This design comes from an exercise in tuning for small area and a short achievable clock period on the open sky130 flow, not from production work.
Only simulation tests tie the RTL to the original design; equivalence was not proved.
Power and IR drop assume default switching activity.

// pbl2_datapath
module pbl2_datapath(
	input wire        clk,
	input wire        rst,
	input wire [3:0]  rf_read_a,
	input wire [3:0]  rf_read_b,
	input wire [3:0]  rf_write_addr,
	input wire        rf_read_en,
	input wire        rf_write_en,
	input wire        wb_from_mem,
	input wire [31:0] mem_data,
	input wire [4:0]  opula,
	input wire        alu_src_imm,
	input wire [15:0] imm,
	input wire        alu_en,
	output reg [31:0] alu_result,
	output reg        flag_zero,
	output reg        flag_carry,
	output reg        flag_sign,
	output reg        flag_overflow,
	output reg        alu_ready,
	output reg [31:0] rf_out_a,
	output reg [31:0] rf_out_b
);
genvar i;
integer k;
wire [31:0]  wdata = wb_from_mem ? mem_data : alu_result;
wire [31:0]  wd    = rst ? 32'd0 : wdata;
wire [511:0] regs;
generate
	for (i = 0; i < 16; i = i + 1) begin : g_reg
		reg [31:0] q;
		wire en = rst | (rf_write_en & (rf_write_addr == i));
		always @(posedge clk)
			if (en) q <= (i == 1) ? {wd[31:1], wd[0] | rst} : wd;
		assign regs[32*i +: 32] = q;
	end
endgenerate
wire rd_hold = ~rst & ~rf_read_en;
reg [31:0] ma, mb;
always @(*) begin
	ma = {32{rd_hold}} & rf_out_a;
	mb = {32{rd_hold}} & rf_out_b;
	for (k = 0; k < 16; k = k + 1) begin
		ma = ma | ({32{~rst & rf_read_en & (rf_read_a == k)}} & regs[32*k +: 32]);
		mb = mb | ({32{~rst & rf_read_en & (rf_read_b == k)}} & regs[32*k +: 32]);
	end
end
always @(posedge clk) begin
	rf_out_a <= ma;
	rf_out_b <= mb;
end
reg       arith;     
reg       ovf_inc;   
reg       ovf_dec;   
reg       shl, shr;
  ...
export LEC_CHECK = 0
export CAP_MARGIN = 30
export CORE_MARGIN = 2
export CORE_UTILIZATION = 40
export CTS_CLUSTER_DIAMETER = 100
export CTS_CLUSTER_SIZE = 30
export SETUP_SLACK_MARGIN = 3
export SLEW_MARGIN = 30
export SYNTH_HIERARCHICAL = 1
export SYNTH_MINIMUM_KEEP_SIZE = 0
export TNS_END_PERCENT = 0
create_clock -name core_clock -period 6.0 [get_ports {clk}]
standard.sh (not shown) runs the stock make flow with config.mk's settings and CLKGATE_MAP_FILE= SYNTH_SCRIPT=/design/flow/synth_recipe.tcl, a recipe that flattens the netlist after the stock synthesis.
==> flow/flow/run.sh <==
#!/bin/bash
# The standard layout (standard.sh), with the port buffers that
# buffer_ports inserts made plain buf_2 cells instead of its default choice
# (clkdlybuf4s50_1, a delay cell). Every port still gets its own buffer.
set -euo pipefail
bash standard.sh BUFFER_PORTS_ARGS="-buffer_cell sky130_fd_sc_hd__buf_2" finish > standard.log 2>&1
Rerun with:
--- a/flow/design.v
+++ b/flow/design.v
@@ -487,56 +487,50 @@
 always @(*)
 	for (k = 0; k < 32; k = k + 1)
 		keep[k] = (k >= b[4:0]);
 wire zsh = ~|(sh_in & keep);
 wire [31:0] lg = ({32{lut[3]}} &  a &  b) | ({32{lut[2]}} &  a & ~b) |
                  ({32{lut[1]}} & ~a &  b) | ({32{lut[0]}} & ~a & ~b);
-wire        go      = alu_en & ~rst;
-wire        hold_r  = ~rst & ~(alu_en & ~nop);     
-wire        hold_f  = ~rst & ~alu_en;              
-wire        hold_cs = ~rst & ~(alu_en & arith);    
-wire        sh_ok   = ~big & go;
+wire        sh_ok   = ~big & ~rst;
 wire [31:0] r_other = ({32{shr & sh_ok}} & sh_out) |
                       ({32{shl & sh_ok}} & rev(sh_out)) |
-                      ({32{logic_op & go}} & lg) |
-                      ({32{hold_r}} & alu_result);
-wire        sel_sum = arith & go;
+                      ({32{logic_op & ~rst}} & lg);
+wire        sel_sum = arith & ~rst;
 wire [31:0] r_new;
 generate
 	for (i = 0; i < 32; i = i + 1) begin : g_res
 		mux_cell u_r (.s(cn[i]), .d1(( sel_sum & p[i]) | r_other[i]),
 		              .d0((sel_sum & ~p[i]) | r_other[i]), .y(r_new[i]));
 	end
 endgenerate
-wire z_other = (go & (nop ? ~|alu_result :
-                      logic_op ? ~|lg :
-                      (shl | shr) ? (big | zsh) : 1'b0)) |
-               (hold_f & flag_zero);
+wire z_other = ~rst & (nop ? ~|alu_result :
+                       logic_op ? ~|lg :
+                       (shl | shr) ? (big | zsh) : 1'b0);
 wire z_new;
-zfin_cell u_zfin (.zn(sum_zero_n), .en(arith & go), .o(z_other), .y(z_new));
+zfin_cell u_zfin (.zn(sum_zero_n), .en(arith & ~rst), .o(z_other), .y(z_new));
 function ovf_of(input ar, input sb, input inc, input dec, input a31, input b31, input r31);
 	ovf_of = ar & (
 		(~sb & ~a31 & ~b31 &  r31) | (~sb & a31 &  b31 & ~r31) |
 		( sb & ~a31 &  b31 &  r31) | ( sb & a31 & ~b31 & ~r31) |
 		(inc & ~a31 & r31) | (dec & a31 & ~r31));
 endfunction
-wire ovf_keep   = hold_f & flag_overflow;
-wire carry_keep = hold_cs & flag_carry;
-wire sign_keep  = hold_cs & flag_sign;
-wire upd_cs     = arith & go;
 wire ovf, carry, sign;
 mux_cell u_ovf (.s(cn[31]),
-	.d1((go & ovf_of(arith, sub, ovf_inc, ovf_dec, a[31], b[31],  p[31])) | ovf_keep),
-	.d0((go & ovf_of(arith, sub, ovf_inc, ovf_dec, a[31], b[31], ~p[31])) | ovf_keep), .y(ovf));
-mux_cell u_carry (.s(cn[31]), .d1((upd_cs & (g[31] ^ sub)) | carry_keep),
-	.d0((upd_cs & ((g[31] | p[31]) ^ sub)) | carry_keep), .y(carry));
-mux_cell u_sign (.s(cn[31]), .d1((upd_cs & p[31]) | sign_keep),
-	.d0((upd_cs & ~p[31]) | sign_keep), .y(sign));
+	.d1(~rst & ovf_of(arith, sub, ovf_inc, ovf_dec, a[31], b[31],  p[31])),
+	.d0(~rst & ovf_of(arith, sub, ovf_inc, ovf_dec, a[31], b[31], ~p[31])), .y(ovf));
+mux_cell u_carry (.s(cn[31]), .d1(~rst & (g[31] ^ sub)),
+	.d0(~rst & ((g[31] | p[31]) ^ sub)), .y(carry));
+mux_cell u_sign (.s(cn[31]), .d1(~rst & p[31]), .d0(~rst & ~p[31]), .y(sign));
 always @(posedge clk) begin
-	alu_result    <= r_new;
-	flag_zero     <= z_new;
-	flag_overflow <= ovf;
-	flag_carry    <= carry;
-	flag_sign     <= sign;
-	alu_ready     <= ~rst & alu_en;
+	if (rst | (alu_en & ~nop))
+		alu_result <= r_new;
+	if (rst | alu_en) begin
+		flag_zero     <= z_new;
+		flag_overflow <= ovf;
+	end
+	if (rst | (alu_en & arith)) begin
+		flag_carry <= carry;
+		flag_sign  <= sign;
+	end
+	alu_ready <= ~rst & alu_en;
 end
 endmodule
Result: The new run completed with no timing, DRC or antenna violations; worst hold slack is about the same; clock skew shrinks by 0.0050 ns; global-route usage grows by 0.88 points; first-iteration DRC count shrinks by 10%; area after synthesis grows by 1.3%; via count grows by 1.1%; non-clock buffer count shrinks by 19; combinational power grows by about 7%; sequential share of layout area grows by 0.39 points; design area grows by 1.2%.

port drivers added, routing unchanged:
The results above use ideal ports. As a check the final layouts listed here were re-extracted and re-timed, cells and wires unchanged.
Step 1 (the two cells are an assumption about what drives the block):
set clk [get_ports {clk}]
set_driving_cell -lib_cell sky130_fd_sc_hd__clkbuf_16 $clk
set_driving_cell -lib_cell sky130_fd_sc_hd__buf_2 [delete_from_list [all_inputs] $clk]
Step 2 adds t to the input delays and takes it off the output delays; t is the mean of the earliest and latest rising clock arrival at the registers after step 1. Input paths then give back, and output paths get back, about the clock's delay inside the block.
Three values: ideal ports, drivers, drivers and shift; two values: the first two.
| run | shift t [ns] | setup WS [ns] | worst hold slack (ns) | worst setup path at the end |
|---|---|---|---|---|
| the first run | 0.742 | 2.532 / 2.565 / 1.823 | 0.500 / 0.500 / 0.500 | input to register |
| the second run | 0.731 | 2.402 / 2.405 / 1.674 | 0.497 / 0.497 / 0.497 | input to register |
After both steps every run listed still meets setup and hold. The setup slack of the second run, which loses most, moves by +0.003 ns with the drivers and by -0.728 ns with both steps.
